Source: an optimization exercise on an open RTL-to-GDS flow (aim: small area and a short achievable clock period). Production flows keep margins and buffers that such runs may drop.
Only simulation tests tie the RTL to the original design; equivalence was not proved.
Power figures rest on the tool's default switching activity, not on a simulated workload.

`flow/config.mk`:
```
export PLATFORM = sky130hd
export DESIGN_NAME = top
export DESIGN_NICKNAME = top
export VERILOG_FILES = /design/flow/design.v
export SDC_FILE = /design/flow/constraint.sdc
export NUM_CORES = 8
export LEC_CHECK = 0
export CAP_MARGIN = 20
export CORE_MARGIN = 2
export CORE_UTILIZATION = 40
export SLEW_MARGIN = 20
```
`flow/constraint.sdc`:
```
create_clock -name core_clock -period 14.0 [get_ports {clk}]
set_input_delay 2.8000 -clock core_clock [delete_from_list [all_inputs] [get_ports {clk}]]
set_output_delay 2.8000 -clock core_clock [all_outputs]
set_load 0.01 [all_outputs]
```
`flow/flow/exp.abc`:
```
strash; dch -f; map -D 900; topo; buffer -N 8; upsize -D 900; dnsize -D 900; stime -p
```
`flow/flow/gate.abc`:
```
strash; map -a
```
`flow/flow/fast.abc`:
```
strash; dch -f; map -D 700; topo; buffer -N 6; upsize -D 700; dnsize -D 700; stime -p
```
`flow/design.v`:
```
`timescale 1ns / 1ps
module top (
    input             clk,
    input      [15:0] x,
    input      [15:0] y,
    output reg [31:0] Q_p
);
  wire [15:0] ax, ay;
  wire        s;
  roba_in u_in (.x(x), .y(y), .ax(ax), .ay(ay), .s(s));
  reg  [15:0] ax_r, ay_r;
  reg         s_r;
  always @(posedge clk) begin
    ax_r <= ax;
    ay_r <= ay;
    s_r  <= s;
  end
  wire [30:0] p;
  roba_mid u_mid (.ax(ax_r), .ay(ay_r), .s(s_r), .p(p));
  always @(posedge clk)
    Q_p <= {s_r, p};
endmodule
module roba_mid (
    input  [15:0] ax,
    input  [15:0] ay,
    input         s,
    output [30:0] p
);
  wire [3:0]  ex, ey;
  wire [13:0] dx;
  roba_exp rx (.a(ax), .e(ex), .d(dx));
  roba_exp ry (.a(ay), .e(ey), .d());
  wire [30:0] A, B;
  roba_sha sha (.d(ay), .e(ex), .o(A));    
  roba_shb shb (.d(dx), .e(ey), .o(B));    
  roba_add add (.a(A), .b(B), .inv(s), .s(p));
endmodule
module roba_exp (
    input  [15:0] a,
    output [3:0]  e,
    output [13:0] d
);
  wire [15:0] m;
  wire [15:0] ar, orr;    
  genvar j;
  generate
    for (j = 0; j < 16; j = j + 1) begin : g_r
      assign ar[j] = a[15-j];
      assign m[15-j] = (j == 0) ? 1'b0 : orr[j-1];
    end
  endgenerate
  roba_por #(.N(16)) por (.i(ar), .o(orr));
  wire [16:1] ge;
  assign ge[1]  = m[0];
  assign ge[2]  = m[1];
  generate
    for (j = 3; j < 16; j = j + 1) begin : g_ge
      assign ge[j] = m[j-1] | (a[j-1] & a[j-2]);
    end
  endgenerate
  assign ge[16] = 1'b0;
  assign e[3] = ge[8];
  assign e[2] = ge[4] & ~ge[8] | ge[12];
  assign e[1] = ge[2] & ~ge[4] | ge[6] & ~ge[8] | ge[10] & ~ge[12] | ge[14];
  assign e[0] = ge[1] & ~ge[2] | ge[3] & ~ge[4] | ge[5] & ~ge[6] | ge[7] & ~ge[8]
              | ge[9] & ~ge[10] | ge[11] & ~ge[12] | ge[13] & ~ge[14] | ge[15];
  wire [15:3] upt;
  generate
    for (j = 3; j < 16; j = j + 1) begin : g_up
      assign upt[j] = a[j-1] & a[j-2] & ~m[j-1];
    end
  endgenerate
  wire up = |upt;
  generate
    for (j = 0; j < 14; j = j + 1) begin : g_d
      assign d[j] = m[j] ? a[j] : up;
    end
  endgenerate
endmodule
module roba_por #(parameter N = 16, parameter L = 4) (
    input  [N-1:0] i,
    output [N-1:0] o
);
  wire [N-1:0] t [0:L];
  assign t[0] = i;
  genvar l, k;
  generate
    for (l = 0; l < L; l = l + 1) begin : lv
      for (k = 0; k < N; k = k + 1) begin : bt
        if ((k >> l) & 1) begin : op
          assign t[l+1][k] = t[l][k] | t[l][((k >> l) << l) - 1];
        end else begin : pass
          assign t[l+1][k] = t[l][k];
        end
      end
    end
  endgenerate
  assign o = t[L];
endmodule
module roba_in (
    input  [15:0] x,
    input  [15:0] y,
    output [15:0] ax,
    output [15:0] ay,
    output        s
);
  wire ns_1, l_2, l_3, l_4, l_5, l_6, l_7, l_8, l_9, l_10, l_11, l_12, l_13, l_14, l_15, l_16, l_17, t_18, an_19, t_20, an_21, t_22, an_23, t_24, an_25, t_26, an_27, t_28, an_29, t_30, an_31, t_32, an_33, t_34, an_35, t_36, an_37, t_38, an_39, t_40, an_41, t_42, an_43, t_44, an_45, t_46, an_47, z_48, ns_49, l_50, l_51, l_52, l_53, l_54, l_55, l_56, l_57, l_58, l_59, l_60, l_61, l_62, l_63, l_64, l_65, t_66, an_67, t_68, an_69, t_70, an_71, t_72, an_73, t_74, an_75, t_76, an_77, t_78, an_79, t_80, an_81, t_82, an_83, t_84, an_85, t_86, an_87, t_88, an_89, t_90, an_91, t_92, an_93, t_94, an_95, z_96, sx_97;
  g_inv u1 (x[15], ns_1);
  g_inv u2 (x[0], l_2);
  g_nor2 u3 (x[0], x[1], l_3);
  g_nor3 u4 (x[0], x[1], x[2], l_4);
  g_nor4 u5 (x[0], x[1], x[2], x[3], l_5);
  g_inv u6 (x[4], l_6);
  g_nor2 u7 (x[4], x[5], l_7);
  g_nor3 u8 (x[4], x[5], x[6], l_8);
  g_nor4 u9 (x[4], x[5], x[6], x[7], l_9);
  g_inv u10 (x[8], l_10);
  g_nor2 u11 (x[8], x[9], l_11);
  g_nor3 u12 (x[8], x[9], x[10], l_12);
  g_nor4 u13 (x[8], x[9], x[10], x[11], l_13);
  g_inv u14 (x[12], l_14);
  g_nor2 u15 (x[12], x[13], l_15);
  g_nor3 u16 (x[12], x[13], x[14], l_16);
  g_nor4 u17 (x[12], x[13], x[14], x[15], l_17);
  g_nor2 u18 (ns_1, l_2, t_18);
  g_xnor2 u19 (x[1], t_18, an_19);
  g_nor2 u20 (ns_1, l_3, t_20);
  g_xnor2 u21 (x[2], t_20, an_21);
  g_nor2 u22 (ns_1, l_4, t_22);
  g_xnor2 u23 (x[3], t_22, an_23);
  g_nor2 u24 (ns_1, l_5, t_24);
  g_xnor2 u25 (x[4], t_24, an_25);
  g_a21oi u26 (l_6, l_5, ns_1, t_26);
  g_xnor2 u27 (x[5], t_26, an_27);
  g_a21oi u28 (l_7, l_5, ns_1, t_28);
  g_xnor2 u29 (x[6], t_28, an_29);
  g_a21oi u30 (l_8, l_5, ns_1, t_30);
  g_xnor2 u31 (x[7], t_30, an_31);
  g_a21oi u32 (l_9, l_5, ns_1, t_32);
  g_xnor2 u33 (x[8], t_32, an_33);
  g_a31oi u34 (l_10, l_5, l_9, ns_1, t_34);
  g_xnor2 u35 (x[9], t_34, an_35);
  g_a31oi u36 (l_11, l_5, l_9, ns_1, t_36);
  g_xnor2 u37 (x[10], t_36, an_37);
  g_a31oi u38 (l_12, l_5, l_9, ns_1, t_38);
  g_xnor2 u39 (x[11], t_38, an_39);
  g_a31oi u40 (l_13, l_5, l_9, ns_1, t_40);
  g_xnor2 u41 (x[12], t_40, an_41);
  g_a41oi u42 (l_14, l_5, l_9, l_13, ns_1, t_42);
  g_xnor2 u43 (x[13], t_42, an_43);
  g_a41oi u44 (l_15, l_5, l_9, l_13, ns_1, t_44);
  g_xnor2 u45 (x[14], t_44, an_45);
  g_a41oi u46 (l_16, l_5, l_9, l_13, ns_1, t_46);
  g_xnor2 u47 (x[15], t_46, an_47);
  g_and4 u48 (l_5, l_9, l_13, l_17, z_48);
  g_inv u49 (y[15], ns_49);
  g_inv u50 (y[0], l_50);
  g_nor2 u51 (y[0], y[1], l_51);
  g_nor3 u52 (y[0], y[1], y[2], l_52);
  g_nor4 u53 (y[0], y[1], y[2], y[3], l_53);
  g_inv u54 (y[4], l_54);
  g_nor2 u55 (y[4], y[5], l_55);
  g_nor3 u56 (y[4], y[5], y[6], l_56);
  g_nor4 u57 (y[4], y[5], y[6], y[7], l_57);
  g_inv u58 (y[8], l_58);
  g_nor2 u59 (y[8], y[9], l_59);
  g_nor3 u60 (y[8], y[9], y[10], l_60);
  g_nor4 u61 (y[8], y[9], y[10], y[11], l_61);
  g_inv u62 (y[12], l_62);
  g_nor2 u63 (y[12], y[13], l_63);
  g_nor3 u64 (y[12], y[13], y[14], l_64);
  g_nor4 u65 (y[12], y[13], y[14], y[15], l_65);
  g_nor2 u66 (ns_49, l_50, t_66);
  g_xnor2 u67 (y[1], t_66, an_67);
  g_nor2 u68 (ns_49, l_51, t_68);
  g_xnor2 u69 (y[2], t_68, an_69);
  g_nor2 u70 (ns_49, l_52, t_70);
  g_xnor2 u71 (y[3], t_70, an_71);
  g_nor2 u72 (ns_49, l_53, t_72);
  g_xnor2 u73 (y[4], t_72, an_73);
  g_a21oi u74 (l_54, l_53, ns_49, t_74);
  g_xnor2 u75 (y[5], t_74, an_75);
  g_a21oi u76 (l_55, l_53, ns_49, t_76);
  g_xnor2 u77 (y[6], t_76, an_77);
  g_a21oi u78 (l_56, l_53, ns_49, t_78);
  g_xnor2 u79 (y[7], t_78, an_79);
  g_a21oi u80 (l_57, l_53, ns_49, t_80);
  g_xnor2 u81 (y[8], t_80, an_81);
  g_a31oi u82 (l_58, l_53, l_57, ns_49, t_82);
  g_xnor2 u83 (y[9], t_82, an_83);
  g_a31oi u84 (l_59, l_53, l_57, ns_49, t_84);
  g_xnor2 u85 (y[10], t_84, an_85);
  g_a31oi u86 (l_60, l_53, l_57, ns_49, t_86);
  g_xnor2 u87 (y[11], t_86, an_87);
  g_a31oi u88 (l_61, l_53, l_57, ns_49, t_88);
  g_xnor2 u89 (y[12], t_88, an_89);
  g_a41oi u90 (l_62, l_53, l_57, l_61, ns_49, t_90);
  g_xnor2 u91 (y[13], t_90, an_91);
  g_a41oi u92 (l_63, l_53, l_57, l_61, ns_49, t_92);
  g_xnor2 u93 (y[14], t_92, an_93);
  g_a41oi u94 (l_64, l_53, l_57, l_61, ns_49, t_94);
  g_xnor2 u95 (y[15], t_94, an_95);
  g_and4 u96 (l_53, l_57, l_61, l_65, z_96);
  g_xnor2 u97 (x[15], y[15], sx_97);
  g_nor2 gx0 (l_2, z_96, ax[0]);
  g_nor2 gy0 (l_50, z_48, ay[0]);
  g_nor2 gx1 (an_19, z_96, ax[1]);
  g_nor2 gy1 (an_67, z_48, ay[1]);
  g_nor2 gx2 (an_21, z_96, ax[2]);
  g_nor2 gy2 (an_69, z_48, ay[2]);
  g_nor2 gx3 (an_23, z_96, ax[3]);
  g_nor2 gy3 (an_71, z_48, ay[3]);
  g_nor2 gx4 (an_25, z_96, ax[4]);
  g_nor2 gy4 (an_73, z_48, ay[4]);
  g_nor2 gx5 (an_27, z_96, ax[5]);
  g_nor2 gy5 (an_75, z_48, ay[5]);
  g_nor2 gx6 (an_29, z_96, ax[6]);
  g_nor2 gy6 (an_77, z_48, ay[6]);
  g_nor2 gx7 (an_31, z_96, ax[7]);
  g_nor2 gy7 (an_79, z_48, ay[7]);
  g_nor2 gx8 (an_33, z_96, ax[8]);
  g_nor2 gy8 (an_81, z_48, ay[8]);
  g_nor2 gx9 (an_35, z_96, ax[9]);
  g_nor2 gy9 (an_83, z_48, ay[9]);
  g_nor2 gx10 (an_37, z_96, ax[10]);
  g_nor2 gy10 (an_85, z_48, ay[10]);
  g_nor2 gx11 (an_39, z_96, ax[11]);
  g_nor2 gy11 (an_87, z_48, ay[11]);
  g_nor2 gx12 (an_41, z_96, ax[12]);
  g_nor2 gy12 (an_89, z_48, ay[12]);
  g_nor2 gx13 (an_43, z_96, ax[13]);
  g_nor2 gy13 (an_91, z_48, ay[13]);
  g_nor2 gx14 (an_45, z_96, ax[14]);
  g_nor2 gy14 (an_93, z_48, ay[14]);
  g_nor2 gx15 (an_47, z_96, ax[15]);
  g_nor2 gy15 (an_95, z_48, ay[15]);
  g_nor3 gs (sx_97, z_48, z_96, s);
endmodule
module roba_sha (
    input  [15:0] d,
    input  [3:0]  e,
    output [30:0] o
);
  wire en_1, en_2, en_3, en_4, sh_5, sh_6, sh_7, sh_8, sh_9, sh_10, sh_11, sh_12, sh_13, sh_14, sh_15, sh_16, sh_17, sh_18, sh_19, sh_20, sh_21, sh_22, sh_23, sh_24, sh_25, sh_26, sh_27, sh_28, sh_29, sh_30, sh_31, sh_32, sh_33, sh_34, sh_35, sh_36, sh_37, sh_38, sh_39, sh_40, sh_41, sh_42, sh_43, sh_44, sh_45, sh_46, sh_47, sh_48, sh_49, sh_50, sh_51, sh_52, sh_53, sh_54, sh_55, sh_56, sh_57, sh_58, sh_59, sh_60, sh_61, sh_62, sh_63, sh_64, sh_65, sh_66, sh_67, sh_68, sh_69, sh_70, sh_71, sh_72, sh_73, sh_74, sh_75, sh_76, sh_77, sh_78, sh_79, sh_80, sh_81, sh_82, sh_83, sh_84, sh_85, sh_86, sh_87, sh_88, sh_89, sh_90, sh_91, sh_92, sh_93, sh_94, sh_95, sh_96, sh_97, sh_98, sh_99, sh_100, sh_101, sh_102, sh_103, sh_104, sh_105, sh_106, sh_107, sh_108, sh_109, sh_110, sh_111, sh_112, sh_113, sh_114, sh_115, sh_116, sh_117;
  g_inv u1 (e[3], en_1);
  g_inv u2 (e[2], en_2);
  g_inv u3 (e[1], en_3);
  g_inv u4 (e[0], en_4);
  g_nand2 u5 (en_1, d[0], sh_5);
  g_nand2 u6 (en_1, d[1], sh_6);
  g_nand2 u7 (en_1, d[2], sh_7);
  g_nand2 u8 (en_1, d[3], sh_8);
  g_nand2 u9 (en_1, d[4], sh_9);
  g_nand2 u10 (en_1, d[5], sh_10);
  g_nand2 u11 (en_1, d[6], sh_11);
  g_nand2 u12 (en_1, d[7], sh_12);
  g_o22ai u13 (d[0], en_1, d[8], e[3], sh_13);
  g_o22ai u14 (d[1], en_1, d[9], e[3], sh_14);
  g_o22ai u15 (d[2], en_1, d[10], e[3], sh_15);
  g_o22ai u16 (d[3], en_1, d[11], e[3], sh_16);
  g_o22ai u17 (d[4], en_1, d[12], e[3], sh_17);
  g_o22ai u18 (d[5], en_1, d[13], e[3], sh_18);
  g_o22ai u19 (d[6], en_1, d[14], e[3], sh_19);
  g_o22ai u20 (d[7], en_1, d[15], e[3], sh_20);
  g_nand2 u21 (e[3], d[8], sh_21);
  g_nand2 u22 (e[3], d[9], sh_22);
  g_nand2 u23 (e[3], d[10], sh_23);
  g_nand2 u24 (e[3], d[11], sh_24);
  g_nand2 u25 (e[3], d[12], sh_25);
  g_nand2 u26 (e[3], d[13], sh_26);
  g_nand2 u27 (e[3], d[14], sh_27);
  g_nand2 u28 (e[3], d[15], sh_28);
  g_nor2 u29 (e[2], sh_5, sh_29);
  g_nor2 u30 (e[2], sh_6, sh_30);
  g_nor2 u31 (e[2], sh_7, sh_31);
  g_nor2 u32 (e[2], sh_8, sh_32);
  g_o22ai u33 (sh_5, en_2, sh_9, e[2], sh_33);
  g_o22ai u34 (sh_6, en_2, sh_10, e[2], sh_34);
  g_o22ai u35 (sh_7, en_2, sh_11, e[2], sh_35);
  g_o22ai u36 (sh_8, en_2, sh_12, e[2], sh_36);
  g_o22ai u37 (sh_9, en_2, sh_13, e[2], sh_37);
  g_o22ai u38 (sh_10, en_2, sh_14, e[2], sh_38);
  g_o22ai u39 (sh_11, en_2, sh_15, e[2], sh_39);
  g_o22ai u40 (sh_12, en_2, sh_16, e[2], sh_40);
  g_o22ai u41 (sh_13, en_2, sh_17, e[2], sh_41);
  g_o22ai u42 (sh_14, en_2, sh_18, e[2], sh_42);
  g_o22ai u43 (sh_15, en_2, sh_19, e[2], sh_43);
  g_o22ai u44 (sh_16, en_2, sh_20, e[2], sh_44);
  g_o22ai u45 (sh_17, en_2, sh_21, e[2], sh_45);
  g_o22ai u46 (sh_18, en_2, sh_22, e[2], sh_46);
  g_o22ai u47 (sh_19, en_2, sh_23, e[2], sh_47);
  g_o22ai u48 (sh_20, en_2, sh_24, e[2], sh_48);
  g_o22ai u49 (sh_21, en_2, sh_25, e[2], sh_49);
  g_o22ai u50 (sh_22, en_2, sh_26, e[2], sh_50);
  g_o22ai u51 (sh_23, en_2, sh_27, e[2], sh_51);
  g_o22ai u52 (sh_24, en_2, sh_28, e[2], sh_52);
  g_nor2 u53 (en_2, sh_25, sh_53);
  g_nor2 u54 (en_2, sh_26, sh_54);
  g_nor2 u55 (en_2, sh_27, sh_55);
  g_nor2 u56 (en_2, sh_28, sh_56);
  g_nand2 u57 (en_3, sh_29, sh_57);
  g_nand2 u58 (en_3, sh_30, sh_58);
  g_o22ai u59 (sh_29, en_3, sh_31, e[1], sh_59);
  g_o22ai u60 (sh_30, en_3, sh_32, e[1], sh_60);
  g_o22ai u61 (sh_31, en_3, sh_33, e[1], sh_61);
  g_o22ai u62 (sh_32, en_3, sh_34, e[1], sh_62);
  g_o22ai u63 (sh_33, en_3, sh_35, e[1], sh_63);
  g_o22ai u64 (sh_34, en_3, sh_36, e[1], sh_64);
  g_o22ai u65 (sh_35, en_3, sh_37, e[1], sh_65);
  g_o22ai u66 (sh_36, en_3, sh_38, e[1], sh_66);
  g_o22ai u67 (sh_37, en_3, sh_39, e[1], sh_67);
  g_o22ai u68 (sh_38, en_3, sh_40, e[1], sh_68);
  g_o22ai u69 (sh_39, en_3, sh_41, e[1], sh_69);
  g_o22ai u70 (sh_40, en_3, sh_42, e[1], sh_70);
  g_o22ai u71 (sh_41, en_3, sh_43, e[1], sh_71);
  g_o22ai u72 (sh_42, en_3, sh_44, e[1], sh_72);
  g_o22ai u73 (sh_43, en_3, sh_45, e[1], sh_73);
  g_o22ai u74 (sh_44, en_3, sh_46, e[1], sh_74);
  g_o22ai u75 (sh_45, en_3, sh_47, e[1], sh_75);
  g_o22ai u76 (sh_46, en_3, sh_48, e[1], sh_76);
  g_o22ai u77 (sh_47, en_3, sh_49, e[1], sh_77);
  g_o22ai u78 (sh_48, en_3, sh_50, e[1], sh_78);
  g_o22ai u79 (sh_49, en_3, sh_51, e[1], sh_79);
  g_o22ai u80 (sh_50, en_3, sh_52, e[1], sh_80);
  g_o22ai u81 (sh_51, en_3, sh_53, e[1], sh_81);
  g_o22ai u82 (sh_52, en_3, sh_54, e[1], sh_82);
  g_o22ai u83 (sh_53, en_3, sh_55, e[1], sh_83);
  g_o22ai u84 (sh_54, en_3, sh_56, e[1], sh_84);
  g_nand2 u85 (e[1], sh_55, sh_85);
  g_nand2 u86 (e[1], sh_56, sh_86);
  g_nor2 u87 (e[0], sh_57, sh_87);
  g_o22ai u88 (sh_57, en_4, sh_58, e[0], sh_88);
  g_o22ai u89 (sh_58, en_4, sh_59, e[0], sh_89);
  g_o22ai u90 (sh_59, en_4, sh_60, e[0], sh_90);
  g_o22ai u91 (sh_60, en_4, sh_61, e[0], sh_91);
  g_o22ai u92 (sh_61, en_4, sh_62, e[0], sh_92);
  g_o22ai u93 (sh_62, en_4, sh_63, e[0], sh_93);
  g_o22ai u94 (sh_63, en_4, sh_64, e[0], sh_94);
  g_o22ai u95 (sh_64, en_4, sh_65, e[0], sh_95);
  g_o22ai u96 (sh_65, en_4, sh_66, e[0], sh_96);
  g_o22ai u97 (sh_66, en_4, sh_67, e[0], sh_97);
  g_o22ai u98 (sh_67, en_4, sh_68, e[0], sh_98);
  g_o22ai u99 (sh_68, en_4, sh_69, e[0], sh_99);
  g_o22ai u100 (sh_69, en_4, sh_70, e[0], sh_100);
  g_o22ai u101 (sh_70, en_4, sh_71, e[0], sh_101);
  g_o22ai u102 (sh_71, en_4, sh_72, e[0], sh_102);
  g_o22ai u103 (sh_72, en_4, sh_73, e[0], sh_103);
  g_o22ai u104 (sh_73, en_4, sh_74, e[0], sh_104);
  g_o22ai u105 (sh_74, en_4, sh_75, e[0], sh_105);
  g_o22ai u106 (sh_75, en_4, sh_76, e[0], sh_106);
  g_o22ai u107 (sh_76, en_4, sh_77, e[0], sh_107);
  g_o22ai u108 (sh_77, en_4, sh_78, e[0], sh_108);
  g_o22ai u109 (sh_78, en_4, sh_79, e[0], sh_109);
  g_o22ai u110 (sh_79, en_4, sh_80, e[0], sh_110);
  g_o22ai u111 (sh_80, en_4, sh_81, e[0], sh_111);
  g_o22ai u112 (sh_81, en_4, sh_82, e[0], sh_112);
  g_o22ai u113 (sh_82, en_4, sh_83, e[0], sh_113);
  g_o22ai u114 (sh_83, en_4, sh_84, e[0], sh_114);
  g_o22ai u115 (sh_84, en_4, sh_85, e[0], sh_115);
  g_o22ai u116 (sh_85, en_4, sh_86, e[0], sh_116);
  g_nor2 u117 (en_4, sh_86, sh_117);
  assign o[0] = sh_87;
  assign o[1] = sh_88;
  assign o[2] = sh_89;
  assign o[3] = sh_90;
  assign o[4] = sh_91;
  assign o[5] = sh_92;
  assign o[6] = sh_93;
  assign o[7] = sh_94;
  assign o[8] = sh_95;
  assign o[9] = sh_96;
  assign o[10] = sh_97;
  assign o[11] = sh_98;
  assign o[12] = sh_99;
  assign o[13] = sh_100;
  assign o[14] = sh_101;
  assign o[15] = sh_102;
  assign o[16] = sh_103;
  assign o[17] = sh_104;
  assign o[18] = sh_105;
  assign o[19] = sh_106;
  assign o[20] = sh_107;
  assign o[21] = sh_108;
  assign o[22] = sh_109;
  assign o[23] = sh_110;
  assign o[24] = sh_111;
  assign o[25] = sh_112;
  assign o[26] = sh_113;
  assign o[27] = sh_114;
  assign o[28] = sh_115;
  assign o[29] = sh_116;
  assign o[30] = sh_117;
endmodule
module roba_shb (
    input  [13:0] d,
    input  [3:0]  e,
    output [30:0] o
);
  wire en_1, en_2, en_3, en_4, sn_5, sh_6, sh_7, sh_8, sh_9, sh_10, sh_11, sh_12, sh_13, sh_14, sh_15, sh_16, sh_17, sh_18, sh_19, sh_20, sh_21, sh_22, sh_23, sh_24, sh_25, sh_26, sh_27, sh_28, sh_29, sh_30, sh_31, sh_32, sh_33, sh_34, sh_35, sh_36, sh_37, sh_38, sh_39, sh_40, sh_41, sh_42, sh_43, sh_44, sh_45, sh_46, sh_47, sh_48, sh_49, sh_50, sh_51, sh_52, sh_53, sh_54, sh_55, sh_56, sh_57, sh_58, sh_59, sh_60, sh_61, sh_62, sh_63, sh_64, sh_65, sh_66, sh_67, sh_68, sh_69, sh_70, sh_71, sh_72, sh_73, sh_74, sh_75, sh_76, sh_77, sh_78, sh_79, sh_80, sh_81, sh_82, sh_83;
  g_inv u1 (e[0], en_1);
  g_inv u2 (e[1], en_2);
  g_inv u3 (e[2], en_3);
  g_inv u4 (e[3], en_4);
  g_inv u5 (d[13], sn_5);
  g_nand2 u6 (en_1, d[0], sh_6);
  g_o22ai u7 (d[0], en_1, d[1], e[0], sh_7);
  g_o22ai u8 (d[1], en_1, d[2], e[0], sh_8);
  g_o22ai u9 (d[2], en_1, d[3], e[0], sh_9);
  g_o22ai u10 (d[3], en_1, d[4], e[0], sh_10);
  g_o22ai u11 (d[4], en_1, d[5], e[0], sh_11);
  g_o22ai u12 (d[5], en_1, d[6], e[0], sh_12);
  g_o22ai u13 (d[6], en_1, d[7], e[0], sh_13);
  g_o22ai u14 (d[7], en_1, d[8], e[0], sh_14);
  g_o22ai u15 (d[8], en_1, d[9], e[0], sh_15);
  g_o22ai u16 (d[9], en_1, d[10], e[0], sh_16);
  g_o22ai u17 (d[10], en_1, d[11], e[0], sh_17);
  g_o22ai u18 (d[11], en_1, d[12], e[0], sh_18);
  g_o22ai u19 (d[12], en_1, d[13], e[0], sh_19);
  g_nor2 u20 (e[1], sh_6, sh_20);
  g_nor2 u21 (e[1], sh_7, sh_21);
  g_o22ai u22 (sh_6, en_2, sh_8, e[1], sh_22);
  g_o22ai u23 (sh_7, en_2, sh_9, e[1], sh_23);
  g_o22ai u24 (sh_8, en_2, sh_10, e[1], sh_24);
  g_o22ai u25 (sh_9, en_2, sh_11, e[1], sh_25);
  g_o22ai u26 (sh_10, en_2, sh_12, e[1], sh_26);
  g_o22ai u27 (sh_11, en_2, sh_13, e[1], sh_27);
  g_o22ai u28 (sh_12, en_2, sh_14, e[1], sh_28);
  g_o22ai u29 (sh_13, en_2, sh_15, e[1], sh_29);
  g_o22ai u30 (sh_14, en_2, sh_16, e[1], sh_30);
  g_o22ai u31 (sh_15, en_2, sh_17, e[1], sh_31);
  g_o22ai u32 (sh_16, en_2, sh_18, e[1], sh_32);
  g_o22ai u33 (sh_17, en_2, sh_19, e[1], sh_33);
  g_o22ai u34 (sh_18, en_2, sn_5, e[1], sh_34);
  g_o22ai u35 (sh_19, en_2, sn_5, e[1], sh_35);
  g_nand2 u36 (en_3, sh_20, sh_36);
  g_nand2 u37 (en_3, sh_21, sh_37);
  g_nand2 u38 (en_3, sh_22, sh_38);
  g_nand2 u39 (en_3, sh_23, sh_39);
  g_o22ai u40 (sh_20, en_3, sh_24, e[2], sh_40);
  g_o22ai u41 (sh_21, en_3, sh_25, e[2], sh_41);
  g_o22ai u42 (sh_22, en_3, sh_26, e[2], sh_42);
  g_o22ai u43 (sh_23, en_3, sh_27, e[2], sh_43);
  g_o22ai u44 (sh_24, en_3, sh_28, e[2], sh_44);
  g_o22ai u45 (sh_25, en_3, sh_29, e[2], sh_45);
  g_o22ai u46 (sh_26, en_3, sh_30, e[2], sh_46);
  g_o22ai u47 (sh_27, en_3, sh_31, e[2], sh_47);
  g_o22ai u48 (sh_28, en_3, sh_32, e[2], sh_48);
  g_o22ai u49 (sh_29, en_3, sh_33, e[2], sh_49);
  g_o22ai u50 (sh_30, en_3, sh_34, e[2], sh_50);
  g_o22ai u51 (sh_31, en_3, sh_35, e[2], sh_51);
  g_o22ai u52 (sh_32, en_3, d[13], e[2], sh_52);
  g_o22ai u53 (sh_33, en_3, d[13], e[2], sh_53);
  g_o22ai u54 (sh_34, en_3, d[13], e[2], sh_54);
  g_o22ai u55 (sh_35, en_3, d[13], e[2], sh_55);
  g_nor2 u56 (e[3], sh_36, sh_56);
  g_nor2 u57 (e[3], sh_37, sh_57);
  g_nor2 u58 (e[3], sh_38, sh_58);
  g_nor2 u59 (e[3], sh_39, sh_59);
  g_nor2 u60 (e[3], sh_40, sh_60);
  g_nor2 u61 (e[3], sh_41, sh_61);
  g_nor2 u62 (e[3], sh_42, sh_62);
  g_nor2 u63 (e[3], sh_43, sh_63);
  g_o22ai u64 (sh_36, en_4, sh_44, e[3], sh_64);
  g_o22ai u65 (sh_37, en_4, sh_45, e[3], sh_65);
  g_o22ai u66 (sh_38, en_4, sh_46, e[3], sh_66);
  g_o22ai u67 (sh_39, en_4, sh_47, e[3], sh_67);
  g_o22ai u68 (sh_40, en_4, sh_48, e[3], sh_68);
  g_o22ai u69 (sh_41, en_4, sh_49, e[3], sh_69);
  g_o22ai u70 (sh_42, en_4, sh_50, e[3], sh_70);
  g_o22ai u71 (sh_43, en_4, sh_51, e[3], sh_71);
  g_o22ai u72 (sh_44, en_4, sh_52, e[3], sh_72);
  g_o22ai u73 (sh_45, en_4, sh_53, e[3], sh_73);
  g_o22ai u74 (sh_46, en_4, sh_54, e[3], sh_74);
  g_o22ai u75 (sh_47, en_4, sh_55, e[3], sh_75);
  g_o22ai u76 (sh_48, en_4, sn_5, e[3], sh_76);
  g_o22ai u77 (sh_49, en_4, sn_5, e[3], sh_77);
  g_o22ai u78 (sh_50, en_4, sn_5, e[3], sh_78);
  g_o22ai u79 (sh_51, en_4, sn_5, e[3], sh_79);
  g_o22ai u80 (sh_52, en_4, sn_5, e[3], sh_80);
  g_o22ai u81 (sh_53, en_4, sn_5, e[3], sh_81);
  g_o22ai u82 (sh_54, en_4, sn_5, e[3], sh_82);
  g_o22ai u83 (sh_55, en_4, sn_5, e[3], sh_83);
  assign o[0] = sh_56;
  assign o[1] = sh_57;
  assign o[2] = sh_58;
  assign o[3] = sh_59;
  assign o[4] = sh_60;
  assign o[5] = sh_61;
  assign o[6] = sh_62;
  assign o[7] = sh_63;
  assign o[8] = sh_64;
  assign o[9] = sh_65;
  assign o[10] = sh_66;
  assign o[11] = sh_67;
  assign o[12] = sh_68;
  assign o[13] = sh_69;
  assign o[14] = sh_70;
  assign o[15] = sh_71;
  assign o[16] = sh_72;
  assign o[17] = sh_73;
  assign o[18] = sh_74;
  assign o[19] = sh_75;
  assign o[20] = sh_76;
  assign o[21] = sh_77;
  assign o[22] = sh_78;
  assign o[23] = sh_79;
  assign o[24] = sh_80;
  assign o[25] = sh_81;
  assign o[26] = sh_82;
  assign o[27] = sh_83;
  assign o[28] = d[13];
  assign o[29] = d[13];
  assign o[30] = d[13];
endmodule
module roba_add (
    input  [30:0] a,
    input  [30:0] b,
    input         inv,
    output [30:0] s
);
  wire g_1, h_2, g_3, h_4, g_5, h_6, g_7, h_8, g_9, h_10, g_11, h_12, g_13, h_14, g_15, h_16, g_17, h_18, g_19, h_20, g_21, h_22, g_23, h_24, g_25, h_26, g_27, h_28, g_29, h_30, g_31, h_32, g_33, h_34, g_35, h_36, g_37, h_38, g_39, h_40, g_41, h_42, g_43, h_44, g_45, h_46, g_47, h_48, g_49, h_50, g_51, h_52, g_53, h_54, g_55, h_56, g_57, h_58, g_59, h_60, g_61, h_62, G_63, G_64, P_65, G_66, P_67, G_68, P_69, G_70, P_71, G_72, P_73, G_74, P_75, G_76, P_77, G_78, P_79, G_80, P_81, G_82, P_83, G_84, P_85, G_86, P_87, G_88, P_89, G_90, P_91, i_92, G_93, G_94, i_95, G_96, i_97, P_98, G_99, P_100, i_101, G_102, i_103, P_104, G_105, P_106, i_107, G_108, i_109, P_110, G_111, P_112, i_113, G_114, i_115, P_116, G_117, P_118, i_119, G_120, i_121, P_122, G_123, P_124, i_125, G_126, i_127, P_128, G_129, P_130, i_131, G_132, i_133, P_134, G_135, i_136, G_137, G_138, G_139, G_140, P_141, i_142, G_143, i_144, P_145, G_146, P_147, G_148, P_149, G_150, P_151, i_152, G_153, i_154, P_155, G_156, P_157, G_158, P_159, G_160, P_161, i_162, G_163, i_164, P_165, G_166, P_167, i_168, G_169, G_170, G_171, G_172, G_173, G_174, G_175, G_176, i_177, G_178, i_179, P_180, G_181, P_182, G_183, P_184, G_185, P_186, G_187, P_188, G_189, P_190, G_191, P_192, G_193, i_194, G_195, G_196, G_197, G_198, G_199, G_200, G_201, G_202, G_203, G_204, G_205, G_206, G_207, G_208, hs_209, hs_210, o_211, hs_212, o_213, hs_214, o_215, hs_216, o_217, hs_218, o_219, hs_220, o_221, hs_222, o_223, hs_224, o_225, hs_226, o_227, hs_228, o_229, hs_230, o_231, hs_232, o_233, hs_234, o_235, hs_236, o_237, hs_238, o_239, hs_240, o_241, hs_242, o_243, hs_244, o_245, hs_246, o_247, hs_248, o_249, hs_250, o_251, hs_252, o_253, hs_254, o_255, hs_256, o_257, hs_258, o_259, hs_260, o_261, hs_262, o_263, hs_264, o_265, hs_266, o_267, hs_268, o_269;
  g_nand2 u1 (a[0], b[0], g_1);
  g_xnor2 u2 (a[0], b[0], h_2);
  g_nand2 u3 (a[1], b[1], g_3);
  g_xnor2 u4 (a[1], b[1], h_4);
  g_nand2 u5 (a[2], b[2], g_5);
  g_xnor2 u6 (a[2], b[2], h_6);
  g_nand2 u7 (a[3], b[3], g_7);
  g_xnor2 u8 (a[3], b[3], h_8);
  g_nand2 u9 (a[4], b[4], g_9);
  g_xnor2 u10 (a[4], b[4], h_10);
  g_nand2 u11 (a[5], b[5], g_11);
  g_xnor2 u12 (a[5], b[5], h_12);
  g_nand2 u13 (a[6], b[6], g_13);
  g_xnor2 u14 (a[6], b[6], h_14);
  g_nand2 u15 (a[7], b[7], g_15);
  g_xnor2 u16 (a[7], b[7], h_16);
  g_nand2 u17 (a[8], b[8], g_17);
  g_xnor2 u18 (a[8], b[8], h_18);
  g_nand2 u19 (a[9], b[9], g_19);
  g_xnor2 u20 (a[9], b[9], h_20);
  g_nand2 u21 (a[10], b[10], g_21);
  g_xnor2 u22 (a[10], b[10], h_22);
  g_nand2 u23 (a[11], b[11], g_23);
  g_xnor2 u24 (a[11], b[11], h_24);
  g_nand2 u25 (a[12], b[12], g_25);
  g_xnor2 u26 (a[12], b[12], h_26);
  g_nand2 u27 (a[13], b[13], g_27);
  g_xnor2 u28 (a[13], b[13], h_28);
  g_nand2 u29 (a[14], b[14], g_29);
  g_xnor2 u30 (a[14], b[14], h_30);
  g_nand2 u31 (a[15], b[15], g_31);
  g_xnor2 u32 (a[15], b[15], h_32);
  g_nand2 u33 (a[16], b[16], g_33);
  g_xnor2 u34 (a[16], b[16], h_34);
  g_nand2 u35 (a[17], b[17], g_35);
  g_xnor2 u36 (a[17], b[17], h_36);
  g_nand2 u37 (a[18], b[18], g_37);
  g_xnor2 u38 (a[18], b[18], h_38);
  g_nand2 u39 (a[19], b[19], g_39);
  g_xnor2 u40 (a[19], b[19], h_40);
  g_nand2 u41 (a[20], b[20], g_41);
  g_xnor2 u42 (a[20], b[20], h_42);
  g_nand2 u43 (a[21], b[21], g_43);
  g_xnor2 u44 (a[21], b[21], h_44);
  g_nand2 u45 (a[22], b[22], g_45);
  g_xnor2 u46 (a[22], b[22], h_46);
  g_nand2 u47 (a[23], b[23], g_47);
  g_xnor2 u48 (a[23], b[23], h_48);
  g_nand2 u49 (a[24], b[24], g_49);
  g_xnor2 u50 (a[24], b[24], h_50);
  g_nand2 u51 (a[25], b[25], g_51);
  g_xnor2 u52 (a[25], b[25], h_52);
  g_nand2 u53 (a[26], b[26], g_53);
  g_xnor2 u54 (a[26], b[26], h_54);
  g_nand2 u55 (a[27], b[27], g_55);
  g_xnor2 u56 (a[27], b[27], h_56);
  g_nand2 u57 (a[28], b[28], g_57);
  g_xnor2 u58 (a[28], b[28], h_58);
  g_nand2 u59 (a[29], b[29], g_59);
  g_xnor2 u60 (a[29], b[29], h_60);
  g_nand2 u61 (a[30], b[30], g_61);
  g_xnor2 u62 (a[30], b[30], h_62);
  g_o21ai u63 (h_4, g_1, g_3, G_63);
  g_o21ai u64 (h_8, g_5, g_7, G_64);
  g_nor2 u65 (h_8, h_6, P_65);
  g_o21ai u66 (h_12, g_9, g_11, G_66);
  g_nor2 u67 (h_12, h_10, P_67);
  g_o21ai u68 (h_16, g_13, g_15, G_68);
  g_nor2 u69 (h_16, h_14, P_69);
  g_o21ai u70 (h_20, g_17, g_19, G_70);
  g_nor2 u71 (h_20, h_18, P_71);
  g_o21ai u72 (h_24, g_21, g_23, G_72);
  g_nor2 u73 (h_24, h_22, P_73);
  g_o21ai u74 (h_28, g_25, g_27, G_74);
  g_nor2 u75 (h_28, h_26, P_75);
  g_o21ai u76 (h_32, g_29, g_31, G_76);
  g_nor2 u77 (h_32, h_30, P_77);
  g_o21ai u78 (h_36, g_33, g_35, G_78);
  g_nor2 u79 (h_36, h_34, P_79);
  g_o21ai u80 (h_40, g_37, g_39, G_80);
  g_nor2 u81 (h_40, h_38, P_81);
  g_o21ai u82 (h_44, g_41, g_43, G_82);
  g_nor2 u83 (h_44, h_42, P_83);
  g_o21ai u84 (h_48, g_45, g_47, G_84);
  g_nor2 u85 (h_48, h_46, P_85);
  g_o21ai u86 (h_52, g_49, g_51, G_86);
  g_nor2 u87 (h_52, h_50, P_87);
  g_o21ai u88 (h_56, g_53, g_55, G_88);
  g_nor2 u89 (h_56, h_54, P_89);
  g_o21ai u90 (h_60, g_57, g_59, G_90);
  g_nor2 u91 (h_60, h_58, P_91);
  g_inv u92 (G_63, i_92);
  g_o21ai u93 (h_6, i_92, g_5, G_93);
  g_a21oi u94 (P_65, G_63, G_64, G_94);
  g_inv u95 (G_66, i_95);
  g_o21ai u96 (h_14, i_95, g_13, G_96);
  g_inv u97 (P_67, i_97);
  g_nor2 u98 (h_14, i_97, P_98);
  g_a21oi u99 (P_69, G_66, G_68, G_99);
  g_nand2 u100 (P_69, P_67, P_100);
  g_inv u101 (G_70, i_101);
  g_o21ai u102 (h_22, i_101, g_21, G_102);
  g_inv u103 (P_71, i_103);
  g_nor2 u104 (h_22, i_103, P_104);
  g_a21oi u105 (P_73, G_70, G_72, G_105);
  g_nand2 u106 (P_73, P_71, P_106);
  g_inv u107 (G_74, i_107);
  g_o21ai u108 (h_30, i_107, g_29, G_108);
  g_inv u109 (P_75, i_109);
  g_nor2 u110 (h_30, i_109, P_110);
  g_a21oi u111 (P_77, G_74, G_76, G_111);
  g_nand2 u112 (P_77, P_75, P_112);
  g_inv u113 (G_78, i_113);
  g_o21ai u114 (h_38, i_113, g_37, G_114);
  g_inv u115 (P_79, i_115);
  g_nor2 u116 (h_38, i_115, P_116);
  g_a21oi u117 (P_81, G_78, G_80, G_117);
  g_nand2 u118 (P_81, P_79, P_118);
  g_inv u119 (G_82, i_119);
  g_o21ai u120 (h_46, i_119, g_45, G_120);
  g_inv u121 (P_83, i_121);
  g_nor2 u122 (h_46, i_121, P_122);
  g_a21oi u123 (P_85, G_82, G_84, G_123);
  g_nand2 u124 (P_85, P_83, P_124);
  g_inv u125 (G_86, i_125);
  g_o21ai u126 (h_54, i_125, g_53, G_126);
  g_inv u127 (P_87, i_127);
  g_nor2 u128 (h_54, i_127, P_128);
  g_a21oi u129 (P_89, G_86, G_88, G_129);
  g_nand2 u130 (P_89, P_87, P_130);
  g_inv u131 (G_90, i_131);
  g_o21ai u132 (h_62, i_131, g_61, G_132);
  g_inv u133 (P_91, i_133);
  g_nor2 u134 (h_62, i_133, P_134);
  g_o21ai u135 (h_10, G_94, g_9, G_135);
  g_inv u136 (G_94, i_136);
  g_a21oi u137 (P_67, i_136, G_66, G_137);
  g_a21oi u138 (P_98, i_136, G_96, G_138);
  g_o21ai u139 (P_100, G_94, G_99, G_139);
  g_o21ai u140 (h_26, G_105, g_25, G_140);
  g_nor2 u141 (h_26, P_106, P_141);
  g_inv u142 (G_105, i_142);
  g_a21oi u143 (P_75, i_142, G_74, G_143);
  g_inv u144 (P_106, i_144);
  g_nand2 u145 (P_75, i_144, P_145);
  g_a21oi u146 (P_110, i_142, G_108, G_146);
  g_nand2 u147 (P_110, i_144, P_147);
  g_o21ai u148 (P_112, G_105, G_111, G_148);
  g_nor2 u149 (P_112, P_106, P_149);
  g_o21ai u150 (h_42, G_117, g_41, G_150);
  g_nor2 u151 (h_42, P_118, P_151);
  g_inv u152 (G_117, i_152);
  g_a21oi u153 (P_83, i_152, G_82, G_153);
  g_inv u154 (P_118, i_154);
  g_nand2 u155 (P_83, i_154, P_155);
  g_a21oi u156 (P_122, i_152, G_120, G_156);
  g_nand2 u157 (P_122, i_154, P_157);
  g_o21ai u158 (P_124, G_117, G_123, G_158);
  g_nor2 u159 (P_124, P_118, P_159);
  g_o21ai u160 (h_58, G_129, g_57, G_160);
  g_nor2 u161 (h_58, P_130, P_161);
  g_inv u162 (G_129, i_162);
  g_a21oi u163 (P_91, i_162, G_90, G_163);
  g_inv u164 (P_130, i_164);
  g_nand2 u165 (P_91, i_164, P_165);
  g_a21oi u166 (P_134, i_162, G_132, G_166);
  g_nand2 u167 (P_134, i_164, P_167);
  g_inv u168 (G_139, i_168);
  g_o21ai u169 (h_18, i_168, g_17, G_169);
  g_a21oi u170 (P_71, G_139, G_70, G_170);
  g_a21oi u171 (P_104, G_139, G_102, G_171);
  g_o21ai u172 (P_106, i_168, G_105, G_172);
  g_a21oi u173 (P_141, G_139, G_140, G_173);
  g_o21ai u174 (P_145, i_168, G_143, G_174);
  g_o21ai u175 (P_147, i_168, G_146, G_175);
  g_a21oi u176 (P_149, G_139, G_148, G_176);
  g_inv u177 (G_158, i_177);
  g_o21ai u178 (h_50, i_177, g_49, G_178);
  g_inv u179 (P_159, i_179);
  g_nor2 u180 (h_50, i_179, P_180);
  g_a21oi u181 (P_87, G_158, G_86, G_181);
  g_nand2 u182 (P_87, P_159, P_182);
  g_a21oi u183 (P_128, G_158, G_126, G_183);
  g_nand2 u184 (P_128, P_159, P_184);
  g_o21ai u185 (P_130, i_177, G_129, G_185);
  g_nor2 u186 (P_130, i_179, P_186);
  g_a21oi u187 (P_161, G_158, G_160, G_187);
  g_nand2 u188 (P_161, P_159, P_188);
  g_o21ai u189 (P_165, i_177, G_163, G_189);
  g_nor2 u190 (P_165, i_179, P_190);
  g_o21ai u191 (P_167, i_177, G_166, G_191);
  g_nor2 u192 (P_167, i_179, P_192);
  g_o21ai u193 (h_34, G_176, g_33, G_193);
  g_inv u194 (G_176, i_194);
  g_a21oi u195 (P_79, i_194, G_78, G_195);
  g_a21oi u196 (P_116, i_194, G_114, G_196);
  g_o21ai u197 (P_118, G_176, G_117, G_197);
  g_a21oi u198 (P_151, i_194, G_150, G_198);
  g_o21ai u199 (P_155, G_176, G_153, G_199);
  g_o21ai u200 (P_157, G_176, G_156, G_200);
  g_a21oi u201 (P_159, i_194, G_158, G_201);
  g_a21oi u202 (P_180, i_194, G_178, G_202);
  g_o21ai u203 (P_182, G_176, G_181, G_203);
  g_o21ai u204 (P_184, G_176, G_183, G_204);
  g_a21oi u205 (P_186, i_194, G_185, G_205);
  g_o21ai u206 (P_188, G_176, G_187, G_206);
  g_a21oi u207 (P_190, i_194, G_189, G_207);
  g_a21oi u208 (P_192, i_194, G_191, G_208);
  g_xnor2 u209 (h_2, inv, hs_209);
  g_xnor2 u210 (h_4, inv, hs_210);
  g_xnor2 u211 (hs_210, g_1, o_211);
  g_xnor2 u212 (h_6, inv, hs_212);
  g_xor2 u213 (hs_212, G_63, o_213);
  g_xnor2 u214 (h_8, inv, hs_214);
  g_xor2 u215 (hs_214, G_93, o_215);
  g_xnor2 u216 (h_10, inv, hs_216);
  g_xnor2 u217 (hs_216, G_94, o_217);
  g_xnor2 u218 (h_12, inv, hs_218);
  g_xor2 u219 (hs_218, G_135, o_219);
  g_xnor2 u220 (h_14, inv, hs_220);
  g_xnor2 u221 (hs_220, G_137, o_221);
  g_xnor2 u222 (h_16, inv, hs_222);
  g_xnor2 u223 (hs_222, G_138, o_223);
  g_xnor2 u224 (h_18, inv, hs_224);
  g_xor2 u225 (hs_224, G_139, o_225);
  g_xnor2 u226 (h_20, inv, hs_226);
  g_xor2 u227 (hs_226, G_169, o_227);
  g_xnor2 u228 (h_22, inv, hs_228);
  g_xnor2 u229 (hs_228, G_170, o_229);
  g_xnor2 u230 (h_24, inv, hs_230);
  g_xnor2 u231 (hs_230, G_171, o_231);
  g_xnor2 u232 (h_26, inv, hs_232);
  g_xor2 u233 (hs_232, G_172, o_233);
  g_xnor2 u234 (h_28, inv, hs_234);
  g_xnor2 u235 (hs_234, G_173, o_235);
  g_xnor2 u236 (h_30, inv, hs_236);
  g_xor2 u237 (hs_236, G_174, o_237);
  g_xnor2 u238 (h_32, inv, hs_238);
  g_xor2 u239 (hs_238, G_175, o_239);
  g_xnor2 u240 (h_34, inv, hs_240);
  g_xnor2 u241 (hs_240, G_176, o_241);
  g_xnor2 u242 (h_36, inv, hs_242);
  g_xor2 u243 (hs_242, G_193, o_243);
  g_xnor2 u244 (h_38, inv, hs_244);
  g_xnor2 u245 (hs_244, G_195, o_245);
  g_xnor2 u246 (h_40, inv, hs_246);
  g_xnor2 u247 (hs_246, G_196, o_247);
  g_xnor2 u248 (h_42, inv, hs_248);
  g_xor2 u249 (hs_248, G_197, o_249);
  g_xnor2 u250 (h_44, inv, hs_250);
  g_xnor2 u251 (hs_250, G_198, o_251);
  g_xnor2 u252 (h_46, inv, hs_252);
  g_xor2 u253 (hs_252, G_199, o_253);
  g_xnor2 u254 (h_48, inv, hs_254);
  g_xor2 u255 (hs_254, G_200, o_255);
  g_xnor2 u256 (h_50, inv, hs_256);
  g_xnor2 u257 (hs_256, G_201, o_257);
  g_xnor2 u258 (h_52, inv, hs_258);
  g_xnor2 u259 (hs_258, G_202, o_259);
  g_xnor2 u260 (h_54, inv, hs_260);
  g_xor2 u261 (hs_260, G_203, o_261);
  g_xnor2 u262 (h_56, inv, hs_262);
  g_xor2 u263 (hs_262, G_204, o_263);
  g_xnor2 u264 (h_58, inv, hs_264);
  g_xnor2 u265 (hs_264, G_205, o_265);
  g_xnor2 u266 (h_60, inv, hs_266);
  g_xor2 u267 (hs_266, G_206, o_267);
  g_xnor2 u268 (h_62, inv, hs_268);
  g_xnor2 u269 (hs_268, G_207, o_269);
  assign s[0] = hs_209;
  assign s[1] = o_211;
  assign s[2] = o_213;
  assign s[3] = o_215;
  assign s[4] = o_217;
  assign s[5] = o_219;
  assign s[6] = o_221;
  assign s[7] = o_223;
  assign s[8] = o_225;
  assign s[9] = o_227;
  assign s[10] = o_229;
  assign s[11] = o_231;
  assign s[12] = o_233;
  assign s[13] = o_235;
  assign s[14] = o_237;
  assign s[15] = o_239;
  assign s[16] = o_241;
  assign s[17] = o_243;
  assign s[18] = o_245;
  assign s[19] = o_247;
  assign s[20] = o_249;
  assign s[21] = o_251;
  assign s[22] = o_253;
  assign s[23] = o_255;
  assign s[24] = o_257;
  assign s[25] = o_259;
  assign s[26] = o_261;
  assign s[27] = o_263;
  assign s[28] = o_265;
  assign s[29] = o_267;
  assign s[30] = o_269;
endmodule
module g_inv   (input a, output y);                   assign y = ~a;                      endmodule
module g_nand2 (input a, input b, output y);          assign y = ~(a & b);                endmodule
module g_nor2  (input a, input b, output y);          assign y = ~(a | b);                endmodule
module g_xor2  (input a, input b, output y);          assign y = a ^ b;                   endmodule
module g_xnor2 (input a, input b, output y);          assign y = ~(a ^ b);                endmodule
module g_a21oi (input a1, input a2, input b1, output y); assign y = ~((a1 & a2) | b1);    endmodule
module g_o21ai (input a1, input a2, input b1, output y); assign y = ~((a1 | a2) & b1);    endmodule
module g_o22ai (input a1, input a2, input b1, input b2, output y); assign y = ~((a1 | a2) & (b1 | b2)); endmodule
module g_nor3  (input a, input b, input c, output y); assign y = ~(a | b | c);          endmodule
module g_nor4  (input a, input b, input c, input d, output y); assign y = ~(a | b | c | d); endmodule
module g_and4  (input a, input b, input c, input d, output y); assign y = a & b & c & d;  endmodule
module g_a31oi (input a1, input a2, input a3, input b1, output y); assign y = ~((a1 & a2 & a3) | b1); endmodule
module g_a41oi (input a1, input a2, input a3, input a4, input b1, output y); assign y = ~((a1 & a2 & a3 & a4) | b1); endmodule
```
`flow/flow/amap.abc`:
```
strash; dch -f; amap
```
`flow/flow/run.sh`:
```
#!/bin/bash
# Own layout flow: the standard ORFS flow with these changes:
#  - synthesis keeps the modules named in KEEP (flattened again at the end, as the standard flow's script
#    does) so that ABC maps each with a script of its own (ABC_PLAN: module:script pairs);
#  - ports get PORT_BUF buffers;
#  - timing repair aims SETUP_MARGIN ns below the clock period.
# Every tool's output goes to a log file in the work folder (and ORFS's own logs under orfs/logs).
set -euo pipefail
WORK=$(pwd)
FLOWDIR=$WORK/flow
source $FLOWDIR/settings.sh

cp config.mk my_config.mk
cat >> my_config.mk <<EOC
export SETUP_SLACK_MARGIN = ${SETUP_MARGIN}
export TNS_END_PERCENT = 100
export BUFFER_PORTS_ARGS = -buffer_cell ${PORT_BUF}
export SYNTH_KEEP_MODULES = ${KEEP:-}
EOC
[ -n "${EXTRA_MK:-}" ] && printf '%b\n' "$EXTRA_MK" >> my_config.mk

# synthesis script: the standard flow's, with abc run once per module of ABC_PLAN, each with its own script
{
  echo "proc abc {args} {"
  echo "  set i [lsearch -exact \$args -script]"
  echo "  foreach {mod scr} {${ABC_PLAN}} {"
  echo "    set a \$args"
  echo "    lset a [expr {\$i + 1}] $FLOWDIR/\$scr"
  echo "    yosys abc {*}\$a \$mod"
  echo "  }"
  echo "}"
  cat synth_recipe.tcl
} > my_synth.tcl

make -C "$FLOW_HOME" DESIGN_CONFIG=$WORK/my_config.mk WORK_HOME=$WORK/orfs CLKGATE_MAP_FILE= \
  SYNTH_SCRIPT=$WORK/my_synth.tcl finish > $WORK/make_finish.log 2>&1

RES=$WORK/orfs/results/$FLOW_PLATFORM/top/base
: # left out here: write the final layout as DEF
```
`flow/standard.sh`:
```
#!/bin/bash
# synth_recipe.tcl (not shown) runs the flow's synth.tcl, then flattens the netlist and writes it again
# the make line also repeats each setting of config.mk as NAME=value (left out here)
make -C /OpenROAD-flow-scripts/flow DESIGN_CONFIG=/design/flow/config.mk WORK_HOME=/design/flow/orfs CLKGATE_MAP_FILE= SYNTH_SCRIPT=/design/flow/synth_recipe.tcl "${@:-finish}"
```
`flow/flow/settings.sh`:
```
SETUP_MARGIN=9.5
PORT_BUF=sky130_fd_sc_hd__buf_1
KEEP="roba_exp g_inv g_nand2 g_nor2 g_xor2 g_xnor2 g_a21oi g_o21ai g_o22ai g_nor3 g_nor4 g_and4 g_a31oi g_a41oi"
ABC_PLAN="roba_exp exp.abc g_* gate.abc top amap.abc"
EXTRA_MK='export ADDER_MAP_FILE =
export CTS_BUF_LIST = sky130_fd_sc_hd__clkbuf_8
export CTS_CLUSTER_SIZE = 32
export CTS_CLUSTER_DIAMETER = 60'
```
==> impl_metrics.ini, run 1 <==
[outcome]
outcome = finished clean

[route]
vias = 5952
drc = 0
wirelength_mm = 15.1
dr.pass1.iters = 7
via_per_inst = 5.49
ant_nets = 0
drt_iter0_drc = 562
wl_per_cell_um = 13.9

[place]
pre_cts_ws_ps = 8690
dp_hpwl_mm = 11.3
dp_cells = 1055
buffer_ports.inserted = 64
gp_congestion = 0.912

[synth]
netlist_area_um2 = 5560
syn_avg_cell_area_um2 = 6.86
synth_nets = 844
synthCells = 811
ys_warn_count = 2

[timing]
worst_pin_slew_ps = 1000
fin_setup_tns_ps = 0
grt_setup_unrepaired = false
slew_headroom_pct = 33.1
final-max-slew-violation-count = 0
setup_slack_ps = 9760
fin_crit_sh_pct = 30.3
clock_skew_ps = 19.1
period_needed_ps = 4240
fmax_mhz = 236
hold_viol = 0
finalSetupViolCount = 0

[power]
swShare_pct = 42.4
total_leakage_power_nw = 2.19
ir_drop_v = 0.0000550
power_density_nw_per_um2 = 137
pwr-share-seq_pct = 29.0
combPwrFrac_pct = 51.7
clock_power_share_pct = 19.2
p_int_w = 0.000526
switching_power_w = 0.000388

[die]
die_w_um = 122
die_y_um = 122
initial_utilization_pct = 40.6
die_area_um2 = 14900
rows = 43
core-area_um2 = 13700
ios = 65

[global_routing]
antenna_found_initial = 0
grt_pass1_wl_mm = 24.1
grt_remaining_overflow = 0
grt_max_degree = 33
grt_usage_pct = 20.0
grt_pass1_vias = 5084

[cells_and_area]
final_net_count = 933
drive_gt1_share_pct = 11.3
nFillCells = 1414
finalNonFillerCells = 1085
diodes = 0
area_growth_syn_to_layout_pct = 19.9

[setup_path]
cp_max_fo = 17
cp.arrival_ps = 4460
cp_slowest_cell = nor4_2
critPathMaxStageDelay_ps = 690
cp-end-kind = flip-flop
critPathLaunchType = primary input
cp_cell_sequence = buf_1, nor4_2, nand3_1, nor2_2, nor2_1
crit_type = in2reg
critPathRequiredTime_ps = 14230

[clock_tree]
cts_made_buffers = 9
clk_pin_slew_ps = 70
clockBufferDepth = 2
htree_levels = 3
root_buffer = clkbuf_8
clock_latency_ps = 380
clock-sinks = 65
cts_tree = yes
postCtsHoldBufs = 0

[flow_run]
max-cap-violations = 0

[worst_hold_path]
hold_path_class = reg2reg
[cell usage in the layout, fill, tap and decap left out, types with 12 or more instances in the layout]
master and n:
xnor2_1 98, clkbuf_8 12, a41oi_1 16, o21ai_0 51, xor2_1 15, a21oi_1 50, inv_1 29, buf_1 64
clkinv_1 37, o22ai_1 144, dfxtp_1 63, buf_4 12, nand2_1 82, nor2_1 117
[worst paths after layout]
kind                     from          endpoint  slack [ps]  depth (start not counted)
max                      y[5]  ax_r[12]$_DFF_P_        9760                          5
max reg2reg  ay_r[15]$_DFF_P_   Q_p[19]$_DFF_P_        9800                         23
min reg2reg   ay_r[0]$_DFF_P_    Q_p[1]$_DFF_P_         810                          6
min           ay_r[0]$_DFF_P_    Q_p[1]$_DFF_P_         810                          6
[per-stage QoR]
step                      total power (W)  instance area (um^2)  utilization (%)  hold slack, ps
after floorplan                  0.000612                  5650                -             718
after global placement           0.000714                  6120             44.6             825
after detailed placement         0.000714                  6120             44.6             789
after CTS                        0.000897                  6440             46.9             806
after global routing             0.000987                  6670             48.6             869
final                            0.000914                  6670             48.6             808
[state kept, by name (all words and copies together) (netlist names)]
register,count
Q_p,32
ax_r,16
ay_r,16
s_r,1
[worst max-delay path, delay by kind of cell]
family                 cells  cell delay (ps)
AND/OR/NAND/NOR            4             1530
buffers and inverters      1              130
[layer usage]
layer,track usage (%),wire length [um],up-vias
li1,-,-,3102
met1,27.4,7250,2580
met2,31.1,6470,233
met3,3.56,988,37
met4,7.76,405,0
met5,0,0,-
[cell type report]
class / count / area, um^2 / share of cell area [%]
multi-input combinational: 665 / 4230 / 63.4
sequential: 65 / 1300 / 19.5
timing repair buffer: 78 / 362 / 5.42
inverter: 80 / 333 / 4.99
tap: 180 / 225 / 3.38
clock buffer: 12 / 165 / 2.48
clock inverter: 4 / 50.0 / 0.750
timing repair inverter: 1 / 6.26 / 0.0938
[timing repair]
action,CTS,global route
setup buffers,3,8
cloned,3,0
gates resized for setup,15,34
pin swaps,4,5
endpoints found under the setup margin,40,51
[power by group through the flow]
stage	logic [W]	clock network (W)	registers, W
floorplan	0.000328	0	0.000284
finish	0.000473	0.000176	0.000265
detailed placement	0.000445	0	0.000270
global placement	0.000445	0	0.000268
CTS	0.000452	0.000179	0.000266
global route	0.000526	0.000189	0.000272
==> inputs of run 2 (changes only) <==
--- a/flow/flow/settings.sh
+++ b/flow/flow/settings.sh
@@ -5,4 +5,5 @@
 EXTRA_MK='export ADDER_MAP_FILE =
 export CTS_BUF_LIST = sky130_fd_sc_hd__clkbuf_8
 export CTS_CLUSTER_SIZE = 32
-export CTS_CLUSTER_DIAMETER = 60'
+export CTS_CLUSTER_DIAMETER = 60
+export GPL_TIMING_DRIVEN = 1'
==> impl_metrics.ini, run 2 <==
[power]
power_density_nw_per_um2 = 137
p_total_w = 0.000914
ir_drop_v = 0.0000550
switching_power_w = 0.000388
pwr-share-seq_pct = 29.0
p_int_w = 0.000526
clock_power_share_pct = 19.2
combPwrFrac_pct = 51.7
total_leakage_power_nw = 2.19
swShare_pct = 42.4

[cells_and_area]
final_area_um2 = 6670
nFillCells = 1414
final_net_count = 933
regArea_um2 = 1300
regMostFlops = Q_p
multi_input_area_um2 = 4230
area_growth_syn_to_layout_pct = 19.9
largest_reg_flops = 32
drive_gt1_share_pct = 11.3
final_common_cell = o22ai_1
mostFrequentLayoutCells = o22ai_1, nor2_1, xnor2_1, nand2_1, buf_1
reg_top3 = Q_p x32, ax_r x16, ay_r x16
diodes = 0

[synth]
synthCells = 811
netlist_area_um2 = 5560
synth_nets = 844
syn_avg_cell_area_um2 = 6.86
ys_warn_count = 2

[place]
buffer_ports.inserted = 64
pre_cts_ws_ps = 8690
dpl_cell_area_um2 = 6120
gp_congestion = 0.912
dp_hpwl_mm = 11.3

[clock_tree]
postCtsHoldBufs = 0
htree_levels = 3
cts_made_buffers = 9
cts_tree = yes
clock-sinks = 65
clk_pin_slew_ps = 70
clock_latency_ps = 380
clockBufferDepth = 2
root_buffer = clkbuf_8

[setup_path]
crit_type = in2reg
cp-end-kind = flip-flop
cp_top_family = simple AND/OR/NAND/NOR gates
cp_cell_sequence = buf_1, nor4_2, nand3_1, nor2_2, nor2_1
cp_max_fo = 17
critPathLaunchType = primary input
critPathRequiredTime_ps = 14230
cp.arrival_ps = 4460
cp_slowest_cell = nor4_2
critPathMaxStageDelay_ps = 690
worst-path-buf-inv = 1

[route]
wl_per_cell_um = 13.9
dr.pass1.iters = 7
ant_nets = 0
drt_iter0_drc = 562
wirelength_mm = 15.1
drc = 0
vias = 5952
via_per_inst = 5.49

[die]
ios = 65
rows = 43
core-area_um2 = 13700
initial_utilization_pct = 40.6
die_area_um2 = 14900
die_w_um = 122
die_y_um = 122

[timing]
fin_crit_sh_pct = 30.3
hold_viol = 0
final-max-slew-violation-count = 0
fin_setup_tns_ps = 0
fmax_mhz = 236
setup_slack_ps = 9760
slew_headroom_pct = 33.1
period_needed_ps = 4240
clock_skew_ps = 19.1
finalSetupViolCount = 0
grt_setup_unrepaired = false
worst_pin_slew_ps = 1000

[outcome]
outcome = finished clean

[global_routing]
grt_remaining_overflow = 0
grt_max_degree = 33
antenna_found_initial = 0
grt_pass1_wl_mm = 24.1
grt_pass1_vias = 5084
grt_usage_pct = 20.0

[flow_run]
max-cap-violations = 0

[worst_hold_path]
hold_path_class = reg2reg
## run 2: worst register-to-register path, delay by kind of cell (launching register included)
family,cells,cell delay [ps]
and+or+nand+nor,5,560
xor gates and xnor gates,2,380
DFF,1,420
buffers and inverters,5,710
AOI/OAI and AO/OA,11,2070
## run 2: layout make-up
class	instances	area share [%]
multi-input cells	665	63.4
flip-flops and latches	65	19.5
repair buffers	78	5.42
inverters	80	4.99
well taps	180	3.38
clock buffers	12	2.48
clock inverters	4	0.750
repair inverters	1	0.0938
## run 2: metrics by stage
stage / hold slack, ps / utilization (%) / instances
global route: 869 / 48.6 / 1085
global placement: 825 / 44.6 / 1055
detailed placement: 789 / 44.6 / 1055
CTS: 806 / 46.9 / 1077
finish: 808 / 48.6 / 1085
floorplan: 718 / - / 811
## run 2: layer usage
layer | vias up | track usage [%] | routed length [um]
li1 | 3102 | - | -
met1 | 2580 | 27.4 | 7250
met2 | 233 | 31.1 | 6470
met3 | 37 | 3.56 | 988
met4 | 0 | 7.76 | 405
met5 | - | 0 | 0
## run 2: final timing paths
kind | slack [ps] | cells past startpoint | to | startpoint
setup / recovery | 9760 | 5 | ax_r[12]$_DFF_P_ | y[5]
hold reg to reg | 810 | 6 | Q_p[1]$_DFF_P_ | ay_r[0]$_DFF_P_
setup reg to reg | 9800 | 23 | Q_p[19]$_DFF_P_ | ay_r[15]$_DFF_P_
hold / removal | 810 | 6 | Q_p[1]$_DFF_P_ | ay_r[0]$_DFF_P_
## run 2: power groups by stage
stage / Combinational [W] / Clock [W] / Sequential [W]
detailed placement: 0.000445 / 0 / 0.000270
global route: 0.000526 / 0.000189 / 0.000272
CTS: 0.000452 / 0.000179 / 0.000266
global placement: 0.000445 / 0 / 0.000268
finish: 0.000473 / 0.000176 / 0.000265
floorplan: 0.000328 / 0 / 0.000284
## run 2: what timing repair did
item	in CTS	in global routing
setup buffers	3	8
cloned	3	0
setup endpoints to repair	40	51
gates resized for setup	15	34
pin swaps	4	5

port drivers added, routing unchanged:
How much do the figures lean on ideal ports? The routed layouts below were timed once more, with nothing changed but the port constraints.
Step 1 sets driving cells, clkbuf_16 on the clock port and buf_2 on the other inputs (assumed; they add their load-dependent delay and slew).
Step 2 also shifts input and output timing later by t, the mid clock arrival at the registers, as if the neighbouring blocks saw the same clock.
a / b / c = ideal / step 1 / step 2; a / b = the first two.
run | t (ns) | slack for setup (ns) | worst setup path at the end | latest minus earliest clock arrival (ns) | worst data-port slew with drivers (ns)
run 1 | 0.405 | 9.761 / 9.776 / 9.371 | input to register | 0.019 / 0.019 | 0.03
run 2 | 0.405 | 9.761 / 9.776 / 9.371 | input to register | 0.019 / 0.019 | 0.03
After both steps every run listed still meets setup and hold.
